What follows belongs to an exercise in optimizing a design on an open flow for a short achievable clock period and few clock cycles; a production flow would make more cautious choices.
No functional check of the RTL was part of any run shown here.
Power figures rest on the tool's default switching activity, not on a simulated workload.

===== flow/config.mk =====
export PLATFORM = sky130hd
export DESIGN_NAME = npc
export DESIGN_NICKNAME = npc
export VERILOG_FILES = /design/flow/design.v
export SDC_FILE = /design/flow/constraint.sdc
export NUM_CORES = 4
export LEC_CHECK = 0
export CAP_MARGIN = 20
export CORE_MARGIN = 2
export CORE_UTILIZATION = 40
export SETUP_SLACK_MARGIN = 0.3
export SLEW_MARGIN = 20

===== flow/constraint.sdc =====
create_clock -name core_clock -period 11.0 [get_ports {clk}]
set_input_delay 2.2000 -clock core_clock [delete_from_list [all_inputs] [get_ports {clk}]]
set_output_delay 2.2000 -clock core_clock [all_outputs]
set_load 0.01 [all_outputs]

===== flow/design.v =====
module npc(
    input  wire        clk,
    input  wire        rst,
    output wire [31:0] pc,
    input  wire [31:0] instr,
    output wire [31:0] dmem_addr,
    input  wire [31:0] dmem_rdata,
    output wire        dmem_we,
    output wire [1:0]  dmem_size,
    output wire [31:0] dmem_wdata
);
    localparam OP_LUI   = 7'b0110111;
    localparam OP_AUIPC = 7'b0010111;
    localparam OP_JAL   = 7'b1101111;
    localparam OP_JALR  = 7'b1100111;
    localparam OP_BR    = 7'b1100011;
    localparam OP_LD    = 7'b0000011;
    localparam OP_ST    = 7'b0100011;
    localparam OP_IMM   = 7'b0010011;
    localparam OP_OP    = 7'b0110011;
    localparam OP_SYS   = 7'b1110011;
    reg  [31:0] pc_f;
    reg         v_d;
    reg  [31:0] ins_d, pc_d;
    reg         v_x;
    reg  [31:0] pc_x, a_x, b_x, s_x, dval_x, alt_x, imm_x;
    reg  [4:0]  rd_x, zimm_x;
    reg  [2:0]  f3_x;
    reg         wen_x, ld_x, st_x, br_x, jalr_x, ecall_x, csr_x, csrw_x, pred_x;
    reg         sub_x;
    reg         s_add, s_sll, s_sr, s_sra, s_slt, s_sltu, s_xor, s_or, s_and, s_dval, s_csr;
    reg         fa_m, fa_w, fb_m, fb_w, fs_m, fs_w;
    reg         c_mstatus, c_mtvec, c_mepc, c_mcause, c_mvendorid, c_marchid;
    reg         wen_m, ld_m, we_m;
    reg  [4:0]  rd_m;
    reg  [2:0]  f3_m;
    reg  [31:0] res_m, wd_m;
    reg  [1:0]  sz_m;
    reg         wen_w;
    reg  [4:0]  rd_w;
    reg  [31:0] res_w;
    reg  [31:0] regs [1:31];
    reg  [31:0] mstatus, mtvec, mepc, mcause;
    wire [6:0] op_d  = ins_d[6:0];
    wire [4:0] rd_d  = ins_d[11:7];
    wire [2:0] f3_d  = ins_d[14:12];
    wire [4:0] rs1_d = ins_d[19:15];
    wire [4:0] rs2_d = ins_d[24:20];
    wire is_lui   = op_d == OP_LUI;
    wire is_auipc = op_d == OP_AUIPC;
    wire is_jal   = op_d == OP_JAL;
    wire is_jalr  = op_d == OP_JALR;
    wire is_br    = op_d == OP_BR;
    wire is_ld    = op_d == OP_LD;
    wire is_st    = op_d == OP_ST;
    wire is_imm   = op_d == OP_IMM;
    wire is_op    = op_d == OP_OP;
    wire is_sys   = op_d == OP_SYS;
    wire is_csr   = is_sys && f3_d != 3'b000;
    wire is_ecall = is_sys && f3_d == 3'b000 && ins_d[31:25] == 7'b0000000 && rs2_d == 5'b00000;
    wire is_mret  = is_sys && f3_d == 3'b000 && ins_d[31:25] == 7'b0011000 && rs2_d == 5'b00010;
    wire [31:0] imm_i = {{20{ins_d[31]}}, ins_d[31:20]};
    wire [31:0] imm_s = {{20{ins_d[31]}}, ins_d[31:25], ins_d[11:7]};
    wire [31:0] imm_b = {{19{ins_d[31]}}, ins_d[31], ins_d[7], ins_d[30:25], ins_d[11:8], 1'b0};
    wire [31:0] imm_u = {ins_d[31:12], 12'b0};
    wire [31:0] imm_j = {{11{ins_d[31]}}, ins_d[31], ins_d[19:12], ins_d[20], ins_d[30:21], 1'b0};
    wire [31:0] imm_d = is_st ? imm_s : imm_i;                  
    wire [31:0] tgt_d = pc_d + (is_jal ? imm_j : imm_b);        
    wire [31:0] pc4_d = pc_d + 32'd4;
    wire [31:0] dval_d = is_lui ? imm_u : is_auipc ? (pc_d + imm_u) : pc4_d;
    wire wen_d  = (is_lui | is_auipc | is_jal | is_jalr | is_ld | is_imm | is_op | is_csr) && rd_d != 5'd0;
    wire use1_d = is_jalr | is_br | is_ld | is_st | is_imm | is_op | (is_csr & ~f3_d[2]);
    wire use2_d = is_br | is_st | is_op;
    wire useimm_d = is_ld | is_st | is_imm | is_jalr;
    wire [31:0] rf1 = (rs1_d == 5'd0) ? 32'd0 : (wen_w && rd_w == rs1_d) ? res_w : regs[rs1_d];
    wire [31:0] rf2 = (rs2_d == 5'd0) ? 32'd0 : (wen_w && rd_w == rs2_d) ? res_w : regs[rs2_d];
    wire m1 = wen_x && rd_x == rs1_d;
    wire w1 = wen_m && rd_m == rs1_d;
    wire m2 = wen_x && rd_x == rs2_d;
    wire w2 = wen_m && rd_m == rs2_d;
    wire lduse   = v_x && ld_x && ((use1_d && m1) || (use2_d && m2));
    wire csrhaz  = v_x && (csr_x || ecall_x) && (is_ecall || is_mret);
    wire stall_d = v_d && (lduse || csrhaz);
    wire pred_d  = is_jal || (is_br && ins_d[31]) || is_ecall || is_mret;
    wire [31:0] dtgt_d = is_ecall ? mtvec : is_mret ? mepc : tgt_d;
    wire [31:0] A  = fa_m ? res_m : fa_w ? res_w : a_x;
    wire [31:0] B  = fb_m ? res_m : fb_w ? res_w : b_x;
    wire [31:0] SD = fs_m ? res_m : fs_w ? res_w : s_x;
    wire [31:0] sum  = A + B;
    wire [31:0] diff = A - B;
    wire        eq   = A == B;
    wire        ltu  = A < B;
    wire        lts  = $signed(A) < $signed(B);
    wire [31:0] shl  = A << B[4:0];
    wire [31:0] shr  = {{32{s_sra & A[31]}}, A} >> B[4:0];
    wire [31:0] csr_old = ({32{c_mstatus}} & mstatus) | ({32{c_mtvec}} & mtvec) |
                          ({32{c_mepc}} & mepc) | ({32{c_mcause}} & mcause) |
                          ({32{c_mvendorid}} & 32'h79737978) | ({32{c_marchid}} & 32'h26964ECE);
    wire [31:0] csr_src = f3_x[2] ? {27'd0, zimm_x} : A;
    wire [31:0] csr_new = (f3_x[1:0] == 2'b01) ? csr_src :
                          (f3_x[1:0] == 2'b10) ? (csr_old | csr_src) : (csr_old & ~csr_src);
    wire [31:0] res_x = ({32{s_add & ~sub_x}} & sum) | ({32{s_add & sub_x}} & diff) |
                        ({32{s_sll}} & shl) | ({32{s_sr}} & shr[31:0]) |
                        {31'd0, (s_slt & lts) | (s_sltu & ltu)} |
                        ({32{s_xor}} & (A ^ B)) | ({32{s_or}} & (A | B)) | ({32{s_and}} & (A & B)) |
                        ({32{s_dval}} & dval_x) | ({32{s_csr}} & csr_old);
    reg taken_x;
    always @(*) begin
        case (f3_x)
            3'b000: taken_x = eq;
            3'b001: taken_x = ~eq;
            3'b100: taken_x = lts;
            3'b101: taken_x = ~lts;
            3'b110: taken_x = ltu;
            3'b111: taken_x = ~ltu;
            default: taken_x = 1'b0;
        endcase
    end
    wire redir_x = v_x && ((br_x && (taken_x != pred_x)) || jalr_x);
    wire [31:0] xtgt = jalr_x ? {sum[31:1], 1'b0} : alt_x;
    reg [31:0] ldv;
    always @(*) begin
        case (f3_m[1:0])
            2'b00:   ldv = {{24{~f3_m[2] & dmem_rdata[7]}},  dmem_rdata[7:0]};
            2'b01:   ldv = {{16{~f3_m[2] & dmem_rdata[15]}}, dmem_rdata[15:0]};
            default: ldv = dmem_rdata;
        endcase
    end
    assign pc         = pc_f;
    assign dmem_addr  = res_m;
    assign dmem_we    = we_m;
    assign dmem_size  = sz_m;
    assign dmem_wdata = wd_m;
    wire redir_d = v_d && pred_d && !stall_d;
    always @(posedge clk or posedge rst) begin
        if (rst) begin
            pc_f  <= 32'h80000000;
            v_d   <= 1'b0;
            v_x   <= 1'b0;
            wen_x <= 1'b0;
            ld_x  <= 1'b0;
            st_x  <= 1'b0;
            br_x  <= 1'b0;
            jalr_x  <= 1'b0;
            ecall_x <= 1'b0;
            csr_x   <= 1'b0;
            csrw_x  <= 1'b0;
            wen_m <= 1'b0;
            we_m  <= 1'b0;
            ld_m  <= 1'b0;
            wen_w <= 1'b0;
            mstatus <= 32'h1800;
            mtvec   <= 32'd0;
            mepc    <= 32'd0;
            mcause  <= 32'd0;
        end else begin
            if (redir_x)       pc_f <= xtgt;
            else if (stall_d)  pc_f <= pc_f;
            else if (redir_d)  pc_f <= dtgt_d;
            else               pc_f <= pc_f + 32'd4;
            if (redir_x || redir_d) v_d <= 1'b0;
            else if (!stall_d)      v_d <= 1'b1;
            v_x     <= v_d && !stall_d && !redir_x;
            wen_x   <= v_d && !stall_d && !redir_x && wen_d;
            ld_x    <= v_d && !stall_d && !redir_x && is_ld;
            st_x    <= v_d && !stall_d && !redir_x && is_st;
            br_x    <= v_d && !stall_d && !redir_x && is_br;
            jalr_x  <= v_d && !stall_d && !redir_x && is_jalr;
            ecall_x <= v_d && !stall_d && !redir_x && is_ecall;
            csr_x   <= v_d && !stall_d && !redir_x && is_csr;
            csrw_x  <= v_d && !stall_d && !redir_x && is_csr &&
                       (f3_d[1:0] == 2'b01 || (f3_d[1] && rs1_d != 5'd0));
            wen_m <= wen_x;
            ld_m  <= ld_x;
            we_m  <= st_x && (f3_x[1:0] != 2'b11);
            wen_w <= wen_m;
            if (ecall_x) begin
                mepc   <= pc_x;
                mcause <= 32'd11;
            end else if (csrw_x) begin
                if (c_mstatus) mstatus <= csr_new;
                if (c_mtvec)   mtvec   <= csr_new;
                if (c_mepc)    mepc    <= csr_new;
                if (c_mcause)  mcause  <= csr_new;
            end
        end
    end
    always @(posedge clk) begin
        if (!stall_d) begin
            ins_d <= instr;
            pc_d  <= pc_f;
        end
        pc_x   <= pc_d;
        a_x    <= rf1;
        b_x    <= useimm_d ? imm_d : rf2;
        s_x    <= rf2;
        imm_x  <= imm_d;
        dval_x <= dval_d;
        alt_x  <= pred_d ? pc4_d : tgt_d;
        rd_x   <= rd_d;
        zimm_x <= rs1_d;
        f3_x   <= f3_d;
        pred_x <= pred_d;
        sub_x  <= (is_op && f3_d == 3'b000 && ins_d[30]);
        s_add  <= (is_op || is_imm) && f3_d == 3'b000 || is_ld || is_st;
        s_sll  <= (is_op || is_imm) && f3_d == 3'b001;
        s_sr   <= (is_op || is_imm) && f3_d == 3'b101;
        s_sra  <= (is_op || is_imm) && f3_d == 3'b101 && ins_d[30];
        s_slt  <= (is_op || is_imm) && f3_d == 3'b010;
        s_sltu <= (is_op || is_imm) && f3_d == 3'b011;
        s_xor  <= (is_op || is_imm) && f3_d == 3'b100;
        s_or   <= (is_op || is_imm) && f3_d == 3'b110;
        s_and  <= (is_op || is_imm) && f3_d == 3'b111;
        s_dval <= is_lui || is_auipc || is_jal || is_jalr;
        s_csr  <= is_csr;
        fa_m   <= m1;
        fa_w   <= !m1 && w1;
        fb_m   <= !useimm_d && m2;
        fb_w   <= !useimm_d && !m2 && w2;
        fs_m   <= m2;
        fs_w   <= !m2 && w2;
        c_mstatus   <= ins_d[31:20] == 12'h300;
        c_mtvec     <= ins_d[31:20] == 12'h305;
        c_mepc      <= ins_d[31:20] == 12'h341;
        c_mcause    <= ins_d[31:20] == 12'h342;
        c_mvendorid <= ins_d[31:20] == 12'hF11;
        c_marchid   <= ins_d[31:20] == 12'hF12;
        res_m <= res_x;
        rd_m  <= rd_x;
        f3_m  <= f3_x;
        sz_m  <= (f3_x[1:0] == 2'b00) ? 2'b01 : (f3_x[1:0] == 2'b01) ? 2'b10 : 2'b00;
        wd_m  <= (f3_x[1:0] == 2'b00) ? {24'd0, SD[7:0]} :
                 (f3_x[1:0] == 2'b01) ? {16'd0, SD[15:0]} : SD;
        res_w <= ld_m ? ldv : res_m;
        rd_w  <= rd_m;
        if (wen_w) regs[rd_w] <= res_w;
    end
endmodule

===== flow/run.sh =====
#!/bin/bash
# synth_recipe.tcl (not shown) runs the flow's synth.tcl, then flattens the netlist and writes it again
# the make line also repeats each setting of config.mk as NAME=value (left out here)
make -C /OpenROAD-flow-scripts/flow DESIGN_CONFIG=/design/flow/config.mk WORK_HOME=/design/flow/orfs CLKGATE_MAP_FILE= SYNTH_SCRIPT=/design/flow/synth_recipe.tcl finish

==> flow_summary.json, run 1 <==
{
  "status": "timing/DRC/antenna clean",
  "worst_pin_slew_ns": 1.24,
  "synth_top_cell_by_area": "edfxtp_1",
  "top_register": "regs",
  "ctsHoldBuffers": 0,
  "dp_cells": 9091,
  "cts_tree": "done",
  "syn_nets": 6798,
  "fillerInstances": 18300,
  "area_delta_synth_final_pct": 12.6,
  "io_buffers": 164,
  "final-max-slew-violation-count": 0,
  "ys_seq_elements": 1575,
  "finalCriticalPeriod_ns": 6.17,
  "core_mm2": 0.204,
  "die_h_um": 457,
  "grt_pass1_wl_mm": 444,
  "die_x_um": 457,
  "synth-edff-count": 1056,
  "ir_drop_v": 0.000149,
  "slew_headroom_pct": 17.4,
  "start_util_pct": 40.2,
  "required_ns": 11.74,
  "max_freq_ghz": 0.162,
  "dp_hpwl_mm": 211,
  "cap_viol_max_count": 0,
  "clk_latency_ns": 0.87,
  "drc": 0,
  "crit_path_end_kind": "flop",
  "crit_arrival_ns": 6.91,
  "ios": 165,
  "ys_top_cells_by_count": "1056 x edfxtp_1, 606 x nand2_1, 537 x mux4_2",
  "antenna_found_initial": 14,
  "cts_resized": 0,
  "synthArstFlopShare_pct": 11.0,
  "grt_max_degree": 109,
  "setup-tns-final_ns": 0,
  "drive_above_1_share_pct": 16.7,
  "vias": 59900,
  "synth_most_common_cell": "edfxtp_1",
  "critPathLaunchType": "flop",
  "ys_types": 91,
  "syn_inst": 6580,
  "rows": 166,
  "cts_sinks": 1575,
  "stdcell_area_mm2": 0.0923,
  "drtIter0Drc": 8466,
  "worstPathMaxFanout": 46,
  "die_area_mm2": 0.209,
  "min_period_over_period_pct": 56.1,
  "syn_area_mm2": 0.0820,
  "yosysSeqAreaShare_pct": 52.4,
  "avgRoutedWirePerCell_um": 33.6,
  "overflow": 0,
  "total_power_mw": 17.0,
  "grt_setup_unrepaired": "no",
  "avgSynthCellArea_um2": 12.5,
  "htreeDepth": 4,
  "nets": 6794,
  "cts-root-buf": "clkbuf_16",
  "yosysWarnings": 1,
  "wl_mm": 317,
  "ys.flop_type": "edfxtp_1",
  "first_global_vias": 58300,
  "hold_path.class": "flop to flop",
  "skew_ns": 0.0488,
  "cts_buffers": 170,
  "largest_register_ffs": 992,
  "grtUsageTotal_pct": 29.8,
  "setup_viol": 0,
  "leakage_nw": 32.5,
  "first_pass_iters": 6,
  "netlist.area_leader.share_pct": 38.7,
  "synthTopCellsByArea": "edfxtp_1 39%, mux4_2 15%, dfxtp_1 8.4%",
  "cts.clk_slew.worst_paths_ns": 0.06,
  "cts_setup_buffers": 0,
  "ant_nets": 0,
  "cts.path.max_buffers": 3,
  "final_hold_viol_count": 0,
  "placed_cell_area_mm2": 0.0867,
  "setup.worst_path.class": "flop to flop",
  "final_cells": 9415,
  "gp_congestion": 1.02,
  "vias_per_cell": 6.36,
  "powerDensity_mw_per_mm2": 184
}
where the power goes:
part	total [mW]	internal [mW]	switching, mW	leakage, nW
Combinational	3.90	1.45	2.45	14.9
Clock	5.71	3.20	2.52	2.67
Sequential	7.37	6.71	0.662	14.9
Total	17.0	11.4	5.62	32.5
stage by stage:
stage               util, %  worst slack [ns]  hold WS (ns)
finish                 45.2              4.83         0.407
floorplan                 -              3.97         0.329
CTS                    45.2              4.99         0.403
detailed placement     42.5              5.03         0.386
global route           45.2              4.55         0.409
global placement       42.5              4.99         0.383
layer usage:
| layer | vias up | wire [µm] | track usage, % |
|---|---|---|---|
| met5 | - | 0 | 0 |
| met4 | 0 | 21100 | 16.9 |
| met3 | 721 | 29000 | 5.31 |
| met2 | 3401 | 143000 | 45.8 |
| met1 | 30500 | 124000 | 39.8 |
| li1 | 25300 | - | - |
worst max-delay path, cell delays in order (launching register included):
cell and delay [ns]:
dfxtp_2 0.31, buf_4 0.51, mux2i_1 0.27, o21a_2 0.14, buf_4 0.55, inv_1 0.08
buf_4 0.33, ha_1 0.33, fa_1 0.45, nor3_1 0.27, o31a_1 0.25, o311a_1 0.35
o31ai_1 0.16, and3_1 0.23, a21o_1 0.25, a211o_1 0.28, buf_4 0.26, or2_1 0.47
a2111oi_4 0.37
final cells by class:
type                       count  area (µm²)  area share [%]
clock inverter                92         936            1.01
antenna                       11        27.5          0.0298
inverter                     143         543           0.588
multi-input combinational   4357       36900            39.9
timing repair buffer         329        2960            3.21
sequential                  1575       43000            46.6
tap                         2688        3360            3.64
clock buffer                 220        4580            4.96
logic make-up (layout without fill, tap and decap cells):
logic type / count (synthesis) / in the layout / synth area share [%]
buffers and inverters: 648 / 784 / 3.06
XOR/XNOR: 204 / 204 / 2.20
AO/OA/AOI/OAI: 1526 / 1526 / 11.9
adder cells (fa/ha/maj): 152 / 152 / 2.36
other: 0 / 11 / 0
flip-flops: 1575 / 1575 / 52.4
multiplexers: 959 / 959 / 20.0
AND/OR/NAND/NOR: 1516 / 1516 / 8.07
worst paths after layout:
kind	from	to	slack, ns	cells after the start
max in group asynchronous	rst	mtvec[20]	7.34	4
worst min-delay path	rd_x[3]	rd_m[3]	0.41	0
worst max-delay path	fb_w	csrw_x	4.83	18
worst max register to register	fb_w	csrw_x	4.83	18
worst min register to register	rd_x[3]	rd_m[3]	0.41	0
min in group asynchronous	rst	mtvec[26]	1.73	2
layout by cell type (no fill, tap or decap), types with 158 or more instances in the layout:
cell type	n
a211oi_1	175
nor2_1	483
nand2_1	605
mux2i_1	374
o21ai_0	396
clkbuf_16	171
mux4_2	537
clkdlybuf4s50_1	164
dfxtp_1	312
a21oi_1	371
buf_4	158
edfxtp_1	1056
dfrtp_1	169
==> run 2: changes to the inputs <==
--- a/flow/design.v
+++ b/flow/design.v
@@ -20,8 +20,11 @@
     localparam OP_OP    = 7'b0110011;
     localparam OP_SYS   = 7'b1110011;
     reg  [31:0] pc_f;
-    reg         v_d;
+    reg         v_d, pb_d;
     reg  [31:0] ins_d, pc_d;
+    reg  [7:0]  bt_v;
+    reg  [26:0] bt_tag [0:7];
+    reg  [31:0] bt_tgt [0:7];
     reg         v_x;
     reg  [31:0] pc_x, a_x, b_x, s_x, dval_x, alt_x, imm_x;
     reg  [4:0]  rd_x, zimm_x;
@@ -34,7 +37,7 @@
     reg         wen_m, ld_m, we_m;
     reg  [4:0]  rd_m;
     reg  [2:0]  f3_m;
-    reg  [31:0] res_m, wd_m;
+    reg  [31:0] res_m, wd_m, ad_m;
     reg  [1:0]  sz_m;
     reg         wen_w;
     reg  [4:0]  rd_w;
@@ -79,10 +82,15 @@
     wire m2 = wen_x && rd_x == rs2_d;
     wire w2 = wen_m && rd_m == rs2_d;
     wire lduse   = v_x && ld_x && ((use1_d && m1) || (use2_d && m2));
-    wire csrhaz  = v_x && (csr_x || ecall_x) && (is_ecall || is_mret);
-    wire stall_d = v_d && (lduse || csrhaz);
+    wire stall_d = v_d && lduse;
+    wire [31:0] mtvec_f = (csrw_x && c_mtvec) ? csr_new : mtvec;
+    wire [31:0] mepc_f  = ecall_x ? pc_x : (csrw_x && c_mepc) ? csr_new : mepc;
     wire pred_d  = is_jal || (is_br && ins_d[31]) || is_ecall || is_mret;
-    wire [31:0] dtgt_d = is_ecall ? mtvec : is_mret ? mepc : tgt_d;
+    wire [31:0] dtgt_d = is_ecall ? mtvec_f : is_mret ? mepc_f : tgt_d;
+    wire dfix_d  = pred_d ? (!pb_d || ((is_ecall || is_mret) && pc_f != dtgt_d)) : pb_d;
+    wire [31:0] dnext_d = pred_d ? dtgt_d : pc4_d;
+    wire [2:0]  bi_f  = pc_f[4:2];
+    wire        hit_f = bt_v[bi_f] && bt_tag[bi_f] == pc_f[31:5];
     wire [31:0] A  = fa_m ? res_m : fa_w ? res_w : a_x;
     wire [31:0] B  = fb_m ? res_m : fb_w ? res_w : b_x;
     wire [31:0] SD = fs_m ? res_m : fs_w ? res_w : s_x;
@@ -127,15 +135,16 @@
         endcase
     end
     assign pc         = pc_f;
-    assign dmem_addr  = res_m;
+    assign dmem_addr  = ad_m;
     assign dmem_we    = we_m;
     assign dmem_size  = sz_m;
     assign dmem_wdata = wd_m;
-    wire redir_d = v_d && pred_d && !stall_d;
+    wire redir_d = v_d && dfix_d && !stall_d;
     always @(posedge clk or posedge rst) begin
         if (rst) begin
             pc_f  <= 32'h80000000;
             v_d   <= 1'b0;
+            bt_v  <= 8'd0;
             v_x   <= 1'b0;
             wen_x <= 1'b0;
             ld_x  <= 1'b0;
@@ -156,8 +165,10 @@
         end else begin
             if (redir_x)       pc_f <= xtgt;
             else if (stall_d)  pc_f <= pc_f;
-            else if (redir_d)  pc_f <= dtgt_d;
+            else if (redir_d)  pc_f <= dnext_d;
+            else if (hit_f)    pc_f <= bt_tgt[bi_f];
             else               pc_f <= pc_f + 32'd4;
+            if (redir_d && !redir_x && pred_d) bt_v[pc_d[4:2]] <= 1'b1;
             if (redir_x || redir_d) v_d <= 1'b0;
             else if (!stall_d)      v_d <= 1'b1;
             v_x     <= v_d && !stall_d && !redir_x;
@@ -189,6 +200,11 @@
         if (!stall_d) begin
             ins_d <= instr;
             pc_d  <= pc_f;
+            pb_d  <= hit_f;
+        end
+        if (redir_d && !redir_x && pred_d) begin
+            bt_tag[pc_d[4:2]] <= pc_d[31:5];
+            bt_tgt[pc_d[4:2]] <= dtgt_d;
         end
         pc_x   <= pc_d;
         a_x    <= rf1;
@@ -226,6 +242,7 @@
         c_mvendorid <= ins_d[31:20] == 12'hF11;
         c_marchid   <= ins_d[31:20] == 12'hF12;
         res_m <= res_x;
+        if (ld_x || st_x) ad_m <= sum;
         rd_m  <= rd_x;
         f3_m  <= f3_x;
         sz_m  <= (f3_x[1:0] == 2'b00) ? 2'b01 : (f3_x[1:0] == 2'b01) ? 2'b10 : 2'b00;
==> flow/flow/run.sh (new file) <==
#!/bin/bash
# Own layout flow: the standard synthesis unchanged, then the standard ORFS layout with
# a larger setup margin for repair_timing, so the resizer aims at a cycle much shorter than
# the 11 ns clock of the (unchanged) SDC. Each tool's output goes to a log file here.
set -euo pipefail
MARGIN=$(cat flow/margin.txt)
bash standard.sh synth > synth.log 2>&1
bash standard.sh SETUP_SLACK_MARGIN=$MARGIN finish > layout.log 2>&1
==> flow/flow/margin.txt (new file) <==
7.4
==> flow/standard.sh (new file) <==
#!/bin/bash
# synth_recipe.tcl (not shown) runs the flow's synth.tcl, then flattens the netlist and writes it again
# the make line also repeats each setting of config.mk as NAME=value (left out here)
make -C /OpenROAD-flow-scripts/flow DESIGN_CONFIG=/design/flow/config.mk WORK_HOME=/design/flow/orfs CLKGATE_MAP_FILE= SYNTH_SCRIPT=/design/flow/synth_recipe.tcl "${@:-finish}"
--- a/flow/config.mk
+++ b/flow/config.mk
@@ -5,8 +5,8 @@
 export SDC_FILE = /design/flow/constraint.sdc
 export NUM_CORES = 4
 export LEC_CHECK = 0
+export ABC_CLOCK_PERIOD_IN_PS = 3000
 export CAP_MARGIN = 20
 export CORE_MARGIN = 2
 export CORE_UTILIZATION = 40
-export SETUP_SLACK_MARGIN = 0.3
 export SLEW_MARGIN = 20
removed: flow/run.sh
==> run 2 against run 1 <==
Effect of this change: clock power grew 35%; combinational power up 130%; critical path depth rose by 4; global-route usage grew 1.9 points; critical endpoint is now bt_tag[4][1]; critical path type unchanged; synthesized area is 26% higher; register-to-register slack improved by 0.21 ns; worst setup slack better by 0.21 ns; final area grew 38%; cell count rose by 26%; still clean; highest routed layer is now met5; non-clock buffer count increased by 558; first-iteration DRC count is 36% higher.
==> flow_summary.json, run 2 <==
{
  "status": "timing/DRC/antenna clean",
  "p_int_mw": 17.0,
  "ys_types": 94,
  "rows": 186,
  "first_global_vias": 73500,
  "slew_headroom_pct": 8.87,
  "drtIter0Drc": 11500,
  "final_cell_mix": "1561 x edfxtp_1, 652 x mux4_2, 635 x nand2_1, 534 x nor2_1, 420 x buf_4",
  "synth_top_cell_by_area": "edfxtp_1",
  "ir_drop_v": 0.000199,
  "grt_pass1_wl_mm": 584,
  "grtUsageTotal_pct": 31.6,
  "yosysWarnings": 1,
  "yosysSeqAreaShare_pct": 56.5,
  "synthArstFlopShare_pct": 8.67,
  "met2_usage_pct": 48.1,
  "grt_util_met3_pct": 7.41,
  "finish.utilization_pct": 49.6,
  "top_usage_layer": "met2",
  "synth-edff-count": 1561,
  "dp_cells": 11000,
  "cts.path.max_buffers": 3,
  "ios": 165,
  "top_register": "regs",
  "switchingPower_mw": 9.21,
  "fin_hold_ws_ns": 0.392,
  "worst_pin_slew_ns": 1.36,
  "start_util_pct": 40.2,
  "synthSimpleGateAreaFrac_pct": 7.39,
  "avgSynthCellArea_um2": 13.3,
  "ys.flop_type": "edfxtp_1",
  "register_area_mm2": 0.0585,
  "setup-tns-final_ns": 0,
  "p_comb_share_pct": 34.2,
  "clock_power_share_pct": 29.3,
  "gp_congestion": 1.04,
  "drive_above_1_share_pct": 29.1,
  "required_ns": 11.63,
  "htreeDepth": 4,
  "syn_area_mm2": 0.103,
  "io_buffers": 164,
  "critPathMaxStageDelay_ns": 0.78,
  "crit_path_end_kind": "flop",
  "cts_sinks": 2087,
  "wl_mm": 431,
  "largest_register_ffs": 992,
  "final_common_cell": "edfxtp_1",
  "final_hold_viol_count": 0,
  "area_delta_synth_final_pct": 23.4,
  "path_cells": "buf_4, buf_16, mux2i_1, o21a_2, inv_1, a21boi_1, o211ai_1, a221o_2, xnor2_1, nand4_1, or4_4, nor4_4, nand4_1, o21ai_4, nor2_4, buf_6, nand3_4, buf_6, nor2_4, buf_12, buf_8, buf_16",
  "dp_hpwl_mm": 270,
  "final_cells": 11900,
  "synth_most_common_cell": "edfxtp_1",
  "clk_latency_ns": 0.94,
  "synth_top_family_by_area": "multiplexers",
  "vias_per_cell": 6.50,
  "crit_arrival_ns": 6.59,
  "min_period_over_period_pct": 54.2,
  "final-max-slew-violation-count": 0,
  "hold_path.class": "flop to flop",
  "netlist.area_leader.share_pct": 45.4,
  "synth_xor_area_share_pct": 2.07,
  "cts-root-buf": "clkbuf_16",
  "antenna_found_initial": 28,
  "grt_setup_unrepaired": "yes",
  "worstPathMaxFanout": 10,
  "ant_nets": 0,
  "powerDensity_mw_per_mm2": 206,
  "syn_nets": 7990,
  "skew_ns": 0.119,
  "grt_use_met1_pct": 41.0,
  "setup_viol": 0,
  "leakage_nw": 45.1,
  "r2r_cells": 22,
  "avgRoutedWirePerCell_um": 36.3,
  "syn_inst": 7769,
  "cts_buffers": 218,
  "drc": 0,
  "first_pass_iters": 8,
  "synth_compound_area_share_pct": 10.8,
  "nets": 8513,
  "core_mm2": 0.257,
  "max_freq_ghz": 0.168,
  "grt_max_degree": 95,
  "cp_slowest_cell": "a21boi_1",
  "finalCriticalPeriod_ns": 5.96,
  "multi_input_area_mm2": 0.0460,
  "fillerInstances": 21700,
  "holdPathStages": 0,
  "die_area_mm2": 0.262,
  "total_power_mw": 26.3,
  "post_synth_mux_area_share_pct": 18.5,
  "overflow": 0,
  "synthTopCellsByArea": "edfxtp_1 45%, mux4_2 14%, dfxtp_1 6.7%",
  "die_x_um": 512,
  "cts.clk_slew.worst_paths_ns": 0.06,
  "cts_tree": "done",
  "critPathLaunchType": "flop",
  "die_h_um": 512,
  "cap_viol_max_count": 0,
  "setup.worst_path.class": "flop to flop",
  "p_seq_share_pct": 36.5,
  "ys_seq_elements": 2087,
  "ys_top_cells_by_count": "1561 x edfxtp_1, 652 x mux4_2, 644 x nand2_1",
  "r2r_setup_slack_ns": 5.04,
  "synthAdderAreaFrac_pct": 1.91,
  "vias": 77300,
  "sw_frac_of_total_pct": 35.1
}
## run 2: final timing paths
| path | startpoint | endpoint |
|---|---|---|
| max in group asynchronous | rst | mtvec[3] |
| worst max-delay path | fa_w | bt_tag[4][1] |
| worst min register to register | rd_x[3] | rd_m[3] |
| min in group asynchronous | rst | jalr_x |
| worst max register to register | fa_w | bt_tag[4][1] |
| worst min-delay path | rd_x[3] | rd_m[3] |
## run 2: logic make-up (layout without fill, tap and decap cells)
group	Yosys count	after routing
adder cells (fa/ha/maj)	155	155
flip-flops	2087	2087
AND/OR/NAND/NOR	1734	1738
buffers and inverters	754	1466
XOR/XNOR	244	244
other	0	13
AO/OA/AOI/OAI	1709	1709
multiplexers	1086	1086
## run 2: timing repair
action,CTS,global route
resized for setup,1166,308
hold buffers,0,0
setup endpoints to repair,1178,1001
pin swaps,161,165
gates cloned,58,28
setup buffers,290,106
## run 2: power by group through the flow
stage | clock, mW | sequential [mW] | combinational (mW)
global placement | 0 | 9.94 | 6.48
floorplan | 0 | 9.64 | 3.79
detailed placement | 0 | 9.94 | 6.49
global route | 8.06 | 9.59 | 9.14
finish | 7.69 | 9.59 | 8.97
CTS | 7.76 | 9.58 | 7.97
## run 2: per-layer routing
layer  vias to the layer above  wire (µm)
li1                      31300          -
met1                     39400     159000
met2                      5325     191000
met3                      1235      48500
met4                         8      32600
met5                         -         61
## run 2: stage by stage
step                setup slack, ns  instance area [µm²]
floorplan                      4.91               104000
global placement               3.46               110000
detailed placement             3.50               110000
CTS                            5.27               124000
global route                   5.03               127000
finish                         5.04               127000
## run 2: area by class of cell
cell class	instances	share of cell area, %
Antenna cell	13	0.0255
Clock buffer	281	4.70
Clock inverter	132	1.24
Inverter	166	0.519
Multi-Input combinational cell	4932	36.1
Sequential cell	2087	45.9
Tap cell	3384	3.33
Timing Repair Buffer	887	8.17
## run 2: worst max-delay path, delay by kind of cell, from the launching register on
family | cells | cell delay (ns)
compound gates | 5 | 2.29
simple gates | 7 | 1.28
buf+inv | 8 | 1.10
flops | 1 | 0.40
xor+xnor | 1 | 0.38
mux | 1 | 0.24

## separate check: timing with driven ports
No port has a modelled driver above. Below, the same layouts with a new extraction and two added sets of constraints.
Step 1: set_driving_cell puts a clkbuf_16 on clk and a buf_2 on each other input, an assumption about the parent block.
Step 2 times the ports against the registers' clock, not the clock port: input delays grow and output delays shrink by t, the midpoint of the rising clock arrivals with the driver on.
Slacks: ideal / step 1 / step 2; pairs: ideal / step 1.
run	t, ns	slack for setup (ns)	hold slack, ns
run 1	0.938	4.827 / 4.827 / 4.827	0.407 / 0.407 / 0.407
run 2	0.972	5.039 / 5.039 / 5.039	0.392 / 0.392 / 0.392
After both steps every run listed still meets setup and hold.
